What follows belongs to an exercise in optimizing a design on an open flow for small area, a short achievable clock period and few clock cycles per item; a production flow would make more cautious choices. Where RTL was checked, it was by simulation tests only, not by an equivalence proof against the original. Power is estimated from default activity; no workload was simulated.

red:
## MS_DMAC_AHBL
module MS_DMAC_AHBL (
    input   wire    HCLK,
    input   wire    HRESETn,
    output  wire    IRQ,
    input wire          HSEL,
    input wire [31:0]   HADDR,
    input wire [1:0]    HTRANS,
    input wire          HWRITE,
    input wire          HREADY,
    input wire [31:0]   HWDATA,
    input wire [2:0]    HSIZE,
    output wire         HREADYOUT,
    output wire [31:0]  HRDATA,
    output wire [31:0]  M_HADDR,
    output wire [1:0]   M_HTRANS,
    output wire [2:0] 	M_HSIZE,
    output wire         M_HWRITE,
    output wire [31:0]  M_HWDATA,
    input wire          M_HREADY,
    input wire [31:0]   M_HRDATA
);
    reg         we_ctrl, we_saddr, we_daddr, we_size, we_trig;
    wire [15:0] a = HADDR[15:0];
    wire        a_ctrl  = (a == 16'h00);
    wire        a_stat  = (a == 16'h04);
    wire        a_saddr = (a == 16'h08);
    wire        a_daddr = (a == 16'h0C);
    wire        a_size  = (a == 16'h10);
    wire        a_trig  = (a == 16'h14);
    wire        a_none  = ~(a_ctrl | a_stat | a_saddr | a_daddr | a_size | a_trig);
    wire        wr_ap   = HSEL & HWRITE & HTRANS[1];
    always @(posedge HCLK) begin
        if (HREADY) begin
            we_ctrl  <= wr_ap & a_ctrl;
            we_saddr <= wr_ap & a_saddr;
            we_daddr <= wr_ap & a_daddr;
            we_size  <= wr_ap & a_size;
            we_trig  <= wr_ap & a_trig;
        end
    end
    reg [31:0]  CTRL_REG;
    reg [31:0]  SADDR_REG;
  ...
Size in the first run: about 1100 cells after synthesis, about 320 flip-flops.
export LEC_CHECK = 0
export ABC_CLOCK_PERIOD_IN_PS = 2500
export CAP_MARGIN = 20
export CORE_MARGIN = 2
export CORE_UTILIZATION = 40
export CTS_CLUSTER_DIAMETER = 100
export CTS_CLUSTER_SIZE = 25
export SETUP_SLACK_MARGIN = 4.5
export SLEW_MARGIN = 20
export TNS_END_PERCENT = 100
create_clock -name core_clock -period 7.0 [get_ports {HCLK}]
standard.sh (not shown) runs the stock make flow with config.mk's settings and CLKGATE_MAP_FILE= SYNTH_SCRIPT=/design/flow/synth_recipe.tcl, a recipe that flattens the netlist after the stock synthesis.
==> flow/flow/run.sh <==
#!/bin/bash
# Standard layout, with every port buffered by the smallest buffer
# (timing repair resizes them where it needs to).
set -euo pipefail
export BUFFER_PORTS_ARGS="-buffer_cell sky130_fd_sc_hd__buf_1"
bash standard.sh synth > synth.log 2>&1
bash standard.sh > layout.log 2>&1
Testbench counts of red, summed over its fixed seeds: cycles 100,757, items 25,289.
For blue, these inputs were changed with respect to red:
-- flow/design.v --
<<< red, line 108
    wire idle  = ~(s_r0 | s_rd | s_wn | s_wp | s_wf | s_bub | s_fdp);
    wire rdy   = M_HREADY;
    wire start = idle & trig_nx & ctrl_nx[0];
    wire n_r0  = start;
    wire n_rd  = rdy ? ((s_r0 & ~last) | s_wn)  : s_rd;
>>> blue, line 108
    wire idle  = ~(s_r0 | s_rd | s_wn | s_wp | s_wf | s_bub | s_fdp);
    wire rdy   = M_HREADY;
    wire start = idle & (we_trig ? HWDATA[0] : TRIG_REG) & ctrl_nx[0];
    wire n_r0  = start;
    wire n_rd  = rdy ? ((s_r0 & ~last) | s_wn)  : s_rd;
<<< red, line 162
    wire swap  = rdy & op_swap;
    wire incr  = rdy & op_incr;
    wire [31:0] nxt = cur + {28'h0, step};
    wire [15:0] rem_nx  = idle ? SIZE_REG : (rdy & is_rd) ? rem - 16'h1 : rem;
    assign      last_nx = idle ? (SIZE_REG == 16'h0) : (rdy & is_rd) ? (rem == 16'h1) : last;
>>> blue, line 162
    wire swap  = rdy & op_swap;
    wire incr  = rdy & op_incr;
    wire        in1 = step[1] | (step[0] & cur[0]);
    wire        in2 = step[2] | (in1 & cur[1]);
    wire        in3 = step[3] | (in2 & cur[2]);
    wire [31:0] nxt;
    assign nxt[0] = cur[0] ^ step[0];
    assign nxt[1] = cur[1] ^ in1;
    assign nxt[2] = cur[2] ^ in2;
    assign nxt[3] = cur[3] ^ in3;
    genvar i;
    generate
        for (i = 4; i < 32; i = i + 1) begin : g_inc
            assign nxt[i] = cur[i] ^ (in3 & (&cur[i-1:3]));
        end
    endgenerate
    wire [15:0] rem_nx  = idle ? SIZE_REG : (rdy & is_rd) ? rem - 16'h1 : rem;
    assign      last_nx = idle ? (SIZE_REG == 16'h0) : (rdy & is_rd) ? (rem == 16'h1) : last;
[summary]
Summary of the comparison: share of power burned in the clock network is higher in blue, relative to red.
From red to blue the numbers moved as follows: fraction of standard cell area in multi-input logic grew by 0.65 points; proportion of power drawn by combinational gates -1.3 points; fraction of the cycle the final worst path needs shows an increase of 2.0 points; global-route wire length before repair level.
Diff red -> blue: depth of the worst hold-timing path fell 1; number of inverters outside the clock class in the layout fell 3; area of the mapped netlist fell 1.5%.
Area added between synthesis and finish up 5.2 points in blue wrt red
| number of global-route vias before repair | blue vs red | 3.4% higher |
The higher number of antenna violations at the first check in global routing of red and blue is in blue.
blue ends up with a worst setup slack that is 0.14 ns lower than in red.
No functional check of the RTL was part of blue.

Another version of the RTL of MS_DMAC_AHBL (not shown whole).
Size: ~1100 cells after synthesis, ~14000 um^2 of cells after synthesis.
clock: 7.0 ns
lec_check: 0
abc_clock_period_in_ps: 2500
cap_margin: 20
core_margin: 2
core_utilization: 40
setup_slack_margin: 4.5
slew_margin: 20
tns_end_percent: 100
Scripts as last shown in full above: flow/flow/run.sh
The starting point ran to the end with no violations.
Change:
--- a/flow/design.v
+++ b/flow/design.v
@@ -98,25 +98,25 @@
     reg         s_bub;       
     reg         s_fdp;       
     reg         htrans_r;
     reg         hwrite_r;
     reg [1:0]   hsize_r;
     reg [15:0]  rem;         
     reg         last;        
     wire        last_nx;
     reg [31:0]  cur;         
     reg [31:0]  alt;         
     wire idle  = ~(s_r0 | s_rd | s_wn | s_wp | s_wf | s_bub | s_fdp);
     wire rdy   = M_HREADY;
-    wire start = idle & (we_trig ? HWDATA[0] : TRIG_REG) & ctrl_nx[0];
+    wire start = idle & trig_nx & ctrl_nx[0];
     wire n_r0  = start;
     wire n_rd  = rdy ? ((s_r0 & ~last) | s_wn)  : s_rd;
     wire n_wn  = rdy ? (s_rd & ~last)           : s_wn;
     wire n_wp  = rdy ? (s_rd & last)            : s_wp;
     wire n_wf  = rdy ? (s_wp | s_bub)           : s_wf;
     wire n_bub = rdy ? (s_r0 & last)            : s_bub;
     wire n_fdp = rdy ? s_wf                     : s_fdp;
     wire n_r0h = ~rdy & s_r0;
     assign done_set = s_fdp & rdy;
     always @(posedge HCLK or negedge HRESETn)
         if (~HRESETn) begin
             s_r0     <= 1'b0;
@@ -133,54 +133,44 @@
             s_rd     <= n_rd;
             s_wn     <= n_wn;
             s_wp     <= n_wp;
             s_wf     <= n_wf;
             s_bub    <= n_bub;
             s_fdp    <= n_fdp;
             htrans_r <= n_r0 | n_r0h | n_rd | n_wn | n_wp | n_wf;
             hwrite_r <= n_wn | n_wp | n_wf;
         end
     wire n_wr   = n_wn | n_wp | n_wf;
     wire n_swap = ((n_r0 | n_r0h) & last_nx) | n_rd | n_wn;
     wire n_incr = ((n_r0 | n_r0h) & ~last_nx) | n_wp;
+    wire [1:0]  n_typ = n_wr ? ctrl_nx[25:24] : ctrl_nx[17:16];
+    wire        n_ai  = n_wr ? ctrl_nx[26]    : ctrl_nx[18];
     reg         op_swap, op_incr;
+    reg [3:0]   step;
     always @(posedge HCLK or negedge HRESETn)
         if (~HRESETn) begin
             op_swap <= 1'b0;
             op_incr <= 1'b0;
         end else begin
             op_swap <= n_swap;
             op_incr <= n_incr;
         end
-    always @(posedge HCLK)
-        hsize_r <= n_wr ? ctrl_nx[25:24] : ctrl_nx[17:16];
+    always @(posedge HCLK) begin
+        hsize_r <= n_typ;
+        step    <= n_ai ? (4'h1 << n_typ) : 4'h0;
+    end
     wire is_rd = s_r0 | s_rd;
     wire swap  = rdy & op_swap;
     wire incr  = rdy & op_incr;
-    wire [1:0]  typ  = hwrite_r ? DEST_TYPE : SRC_TYPE;
-    wire        ai   = hwrite_r ? DEST_AI   : SRC_AI;
-    wire [2:0]  st3  = {ai & (typ == 2'd2), ai & (typ == 2'd1), ai & (typ == 2'd0)};
-    wire [3:0]  lo   = {1'b0, cur[2:0]} + {1'b0, st3};
-    wire        c3   = lo[3] | (ai & (typ == 2'd3));
-    wire [31:0] nxt;
-    assign nxt[2:0] = lo[2:0];
-    genvar i;
-    generate
-        for (i = 3; i < 32; i = i + 1) begin : g_inc
-            if (i == 3)
-                assign nxt[i] = cur[i] ^ c3;
-            else
-                assign nxt[i] = cur[i] ^ (c3 & (&cur[i-1:3]));
-        end
-    endgenerate
+    wire [31:0] nxt = cur + {28'h0, step};
     wire [15:0] rem_nx  = idle ? SIZE_REG : (rdy & is_rd) ? rem - 16'h1 : rem;
     assign      last_nx = idle ? (SIZE_REG == 16'h0) : (rdy & is_rd) ? (rem == 16'h1) : last;
     always @(posedge HCLK) begin
         rem  <= rem_nx;
         last <= last_nx;
         if (idle) begin
             cur  <= SADDR_REG;
             alt  <= DADDR_REG;
         end else if (swap) begin
             cur <= alt;
             alt <= nxt;
         end else if (incr)
The new run ran to the end with no violations.
Setup slack improves by 0.23 ns.
Die area increases by 0.40%.
Non-clock buffer count falls by 14.
Global-route usage came out lower by 0.85 points.
Wire length goes down by 4.2%.
Area after synthesis rose by 0.41%.
Maximum frequency came out higher by 8.9%.
Synthesized cell count fell by 2.0%.
Power goes down by 4.4%.
Testbench counts after the change, summed over its fixed seeds: cycles 100,757, items 25,289.
Only the layout flow was run in the first run of this note; the RTL was not checked for function there.

== JK ==
The RTL this note starts from:
==> flow/design.v <==
`timescale          1ns/1ps
`default_nettype    none
module MS_DMAC_AHBL (
    input   wire    HCLK,
    input   wire    HRESETn,
    output  wire    IRQ,
    input wire          HSEL,
    input wire [31:0]   HADDR,
    input wire [1:0]    HTRANS,
    input wire          HWRITE,
    input wire          HREADY,
    input wire [31:0]   HWDATA,
    input wire [2:0]    HSIZE,
    output wire         HREADYOUT,
    output wire [31:0]  HRDATA,
    output wire [31:0]  M_HADDR,
    output wire [1:0]   M_HTRANS,
    output wire [2:0] 	M_HSIZE,
    output wire         M_HWRITE,
    output wire [31:0]  M_HWDATA,
    input wire          M_HREADY,
    input wire [31:0]   M_HRDATA
);
    reg         we_ctrl, we_saddr, we_daddr, we_size, we_trig;
    wire [15:0] a = HADDR[15:0];
    wire        a_ctrl  = (a == 16'h00);
    wire        a_saddr = (a == 16'h08);
    wire        a_daddr = (a == 16'h0C);
    wire        a_size  = (a == 16'h10);
    wire        a_trig  = (a == 16'h14);
    wire        wr_ap   = HSEL & HWRITE & HTRANS[1];
    always @(posedge HCLK) begin
        if (HREADY) begin
            we_ctrl  <= wr_ap & a_ctrl;
            we_saddr <= wr_ap & a_saddr;
            we_daddr <= wr_ap & a_daddr;
            we_size  <= wr_ap & a_size;
            we_trig  <= wr_ap & a_trig;
        end
    end
    reg [31:0]  CTRL_REG;
    reg [31:0]  SADDR_REG;
    reg [31:0]  DADDR_REG;
    reg [15:0]  SIZE_REG;
    reg         TRIG_REG;
    reg         done_r;
    reg         irq_r;
    wire        done_set;
    wire [31:0] ctrl_nx  = we_ctrl  ? HWDATA        : CTRL_REG;
    wire [31:0] saddr_nx = we_saddr ? HWDATA        : SADDR_REG;
    wire [31:0] daddr_nx = we_daddr ? HWDATA        : DADDR_REG;
    wire [15:0] size_nx  = we_size  ? HWDATA[15:0]  : SIZE_REG;
    wire        trig_nx  = we_trig  ? HWDATA[0]     : (TRIG_REG & ~done_set);
    wire        done_nx  = we_trig  ? 1'b0          : (done_r | done_set);
    wire        irq_nx   = done_nx & ctrl_nx[0];
    always @(posedge HCLK or negedge HRESETn)
        if (~HRESETn) begin
            CTRL_REG  <= 32'h0;
            SADDR_REG <= 32'h0;
            DADDR_REG <= 32'h0;
            SIZE_REG  <= 16'h0;
            TRIG_REG  <= 1'b0;
            done_r    <= 1'b0;
            irq_r     <= 1'b0;
        end else begin
            CTRL_REG  <= ctrl_nx;
            SADDR_REG <= saddr_nx;
            DADDR_REG <= daddr_nx;
            SIZE_REG  <= size_nx;
            TRIG_REG  <= trig_nx;
            done_r    <= done_nx;
            irq_r     <= irq_nx;
        end
    assign IRQ = irq_r;
    reg [31:0]  rdata_r;
    reg [31:0]  rsel;
    wire        a_ok = (a[15:5] == 11'h0) & (a[1:0] == 2'h0);
    always @* begin
        case (a[4:2])
            3'd0:    rsel = ctrl_nx;
            3'd1:    rsel = {31'h0, irq_nx};
            3'd2:    rsel = saddr_nx;
            3'd3:    rsel = daddr_nx;
            3'd4:    rsel = {16'h0, size_nx};
            3'd5:    rsel = {31'h0, trig_nx};
            default: rsel = 32'hDEADBEEF;
        endcase
    end
    always @(posedge HCLK)
        rdata_r <= a_ok ? rsel : 32'hDEADBEEF;
    assign HRDATA    = rdata_r;
    assign HREADYOUT = 1'b1;
    reg         s_rd;        
    reg         s_wr;        
    reg         s_wl;        
    reg         s_fdp;       
    reg         htrans_r;
    reg         hwrite_r;
    reg [1:0]   hsize_r;
    reg [15:0]  rem;         
    reg         last;        
    reg [31:0]  cur;         
    reg [31:0]  alt;         
    wire idle  = ~(s_rd | s_wr | s_wl | s_fdp);
    wire rdy   = M_HREADY;
    wire start = idle & (we_trig ? HWDATA[0] : TRIG_REG) & ctrl_nx[0];
    wire n_rd  = rdy ? (start | s_wr)   : (s_rd | start);
    wire n_wr  = rdy ? (s_rd & ~last)   : s_wr;
    wire n_wl  = rdy ? (s_rd & last)    : s_wl;
    wire n_fdp = rdy ? s_wl             : s_fdp;
    assign done_set = s_fdp & rdy;
    always @(posedge HCLK or negedge HRESETn)
        if (~HRESETn) begin
            s_rd     <= 1'b0;
            s_wr     <= 1'b0;
            s_wl     <= 1'b0;
            s_fdp    <= 1'b0;
            htrans_r <= 1'b0;
            hwrite_r <= 1'b0;
        end else begin
            s_rd     <= n_rd;
            s_wr     <= n_wr;
            s_wl     <= n_wl;
            s_fdp    <= n_fdp;
            htrans_r <= n_rd | n_wr | n_wl;
            hwrite_r <= n_wr | n_wl;
        end
    wire        n_w   = n_wr | n_wl;
    wire [1:0]  n_typ = n_w ? ctrl_nx[25:24] : ctrl_nx[17:16];
    wire        n_ai  = n_w ? ctrl_nx[26]    : ctrl_nx[18];
    reg [3:0]   step;
    always @(posedge HCLK) begin
        hsize_r <= n_typ;
        step    <= n_ai ? (4'h1 << n_typ) : 4'h0;
    end
    wire swap = rdy & (s_rd | s_wr);
    wire [31:0] nxt = cur + {28'h0, step};
    always @(posedge HCLK) begin
        if (idle) begin
            rem  <= SIZE_REG;
            last <= (SIZE_REG == 16'h0);
            alt  <= DADDR_REG;
        end else begin
            if (rdy & s_rd) begin
                rem  <= rem - 16'h1;
                last <= (rem == 16'h1);
            end
            if (swap)
                alt <= nxt;
        end
    end
    always @(posedge HCLK or negedge HRESETn)
        if (~HRESETn)
            cur <= 32'h0;
        else if (idle)
            cur <= SADDR_REG;
        else if (swap)
            cur <= alt;
    reg         dp_r;
    reg [31:0]  wdata;
    always @(posedge HCLK)
        if (rdy)
            dp_r <= htrans_r & ~hwrite_r;
    always @(posedge HCLK)
        if (dp_r)
            wdata <= M_HRDATA;
    assign M_HADDR  = cur;
    assign M_HTRANS = {htrans_r, 1'b0};
    assign M_HWRITE = hwrite_r;
    assign M_HSIZE  = {1'b0, hsize_r};
    assign M_HWDATA = wdata;
endmodule
export LEC_CHECK = 0
export ABC_CLOCK_PERIOD_IN_PS = 2500
export CAP_MARGIN = 20
export CORE_MARGIN = 2
export CORE_UTILIZATION = 55
export CTS_CLUSTER_DIAMETER = 100
export CTS_CLUSTER_SIZE = 25
export SETUP_SLACK_MARGIN = 4.5
export SLEW_MARGIN = 20
export TNS_END_PERCENT = 100
create_clock -name core_clock -period 7.0 [get_ports {HCLK}]
Scripts as last shown in full above: flow/flow/run.sh
Testbench counts of JK, summed over its fixed seeds: cycles 100,747, items 25,289.
[inputs] MS vs JK
--- a/flow/design.v
+++ b/flow/design.v
@@ -25,8 +25,10 @@
     wire [15:0] a = HADDR[15:0];
     wire        a_ctrl  = (a == 16'h00);
+    wire        a_stat  = (a == 16'h04);
     wire        a_saddr = (a == 16'h08);
     wire        a_daddr = (a == 16'h0C);
     wire        a_size  = (a == 16'h10);
     wire        a_trig  = (a == 16'h14);
+    wire        a_none  = ~(a_ctrl | a_stat | a_saddr | a_daddr | a_size | a_trig);
     wire        wr_ap   = HSEL & HWRITE & HTRANS[1];
     always @(posedge HCLK) begin
@@ -74,19 +76,12 @@
     assign IRQ = irq_r;
     reg [31:0]  rdata_r;
-    reg [31:0]  rsel;
-    wire        a_ok = (a[15:5] == 11'h0) & (a[1:0] == 2'h0);
-    always @* begin
-        case (a[4:2])
-            3'd0:    rsel = ctrl_nx;
-            3'd1:    rsel = {31'h0, irq_nx};
-            3'd2:    rsel = saddr_nx;
-            3'd3:    rsel = daddr_nx;
-            3'd4:    rsel = {16'h0, size_nx};
-            3'd5:    rsel = {31'h0, trig_nx};
-            default: rsel = 32'hDEADBEEF;
-        endcase
-    end
     always @(posedge HCLK)
-        rdata_r <= a_ok ? rsel : 32'hDEADBEEF;
+        rdata_r <= ({32{a_ctrl}}  & ctrl_nx)
+                 | ({32{a_stat}}  & {31'h0, irq_nx})
+                 | ({32{a_saddr}} & saddr_nx)
+                 | ({32{a_daddr}} & daddr_nx)
+                 | ({32{a_size}}  & {16'h0, size_nx})
+                 | ({32{a_trig}}  & {31'h0, trig_nx})
+                 | ({32{a_none}}  & 32'hDEADBEEF);
     assign HRDATA    = rdata_r;
     assign HREADYOUT = 1'b1;
Notes after the runs:
- For MS and JK, there was not a single run that failed to finish clean.
- Re met2 global-route usage: MS is 2.5 points up on JK.
- Summary of MS over JK: worst-case setup margin in the final layout decreased by 0.16 ns relative to the old numbers; per-instance average area after synthesis decreased by 0.12 um2 relative to the old numbers; starting density of the core increased by 0.47 points relative to the old numbers; data arrival time of the critical path increased by 1.93 ns relative to the old numbers.
- Compared with JK, in MS cell-internal power lower; final cycle utilization of the critical path higher.
- MS ended up with a higher fraction of final layout cells sized beyond drive strength 1 than JK did.
- In MS, the detailed route wirelength on metal3 came out about 6.5% below the value in JK.
- MS reports its slowest cell on the critical path as or4_4 while JK reports dfrtp_2.
- Between MS and JK, simple-gate share of the synthesized area is lower for JK, MS comes in above that.
- Compared with JK, MS shows a higher sequential group share of total power.
For MS, only the layout was checked, not whether the RTL still works.

## separate check: timing with driven ports
Ports are ideal in the flow. The routed layouts listed here were re-timed in OpenROAD. Step 1 (the two cells are an assumption about what drives the block):
set clk [get_ports {HCLK}]
set_driving_cell -lib_cell sky130_fd_sc_hd__clkbuf_16 $clk
set_driving_cell -lib_cell sky130_fd_sc_hd__buf_2 [delete_from_list [all_inputs] $clk]
Step 2 moves the port delays by t, midway between the first and last clock arrival at a register: inputs arrive t later, outputs are due t later. That takes back most of the time a late clock gives input paths. a / b / c = no drivers / after step 1 / after step 2; a / b = the first two.
| run | t, ns | setup slack, ns | worst setup path at the end | worst data-port slew with drivers (ns) |
|---|---|---|---|---|
| red | 0.557 | 4.446 / 4.396 / 3.975 | input to register | 0.07 |
| blue | 0.567 | 4.308 / 4.308 / 3.923 | input to register | 0.08 |
| the first run of note 2 | 0.577 | 4.223 / 4.223 / 3.995 | input to register | 0.06 |
| the second run of note 2 | 0.577 | 4.450 / 4.399 / 3.955 | input to register | 0.07 |
| JK | 0.528 | 4.480 / 4.433 / 4.092 | input to register | 0.07 |
| MS | 0.524 | 4.322 / 4.324 / 3.800 | input to register | 0.05 |
After both steps every run listed still meets setup and hold. For MS, which loses most, drivers alone change the setup slack by +0.002 ns; drivers and shift together by -0.522 ns.
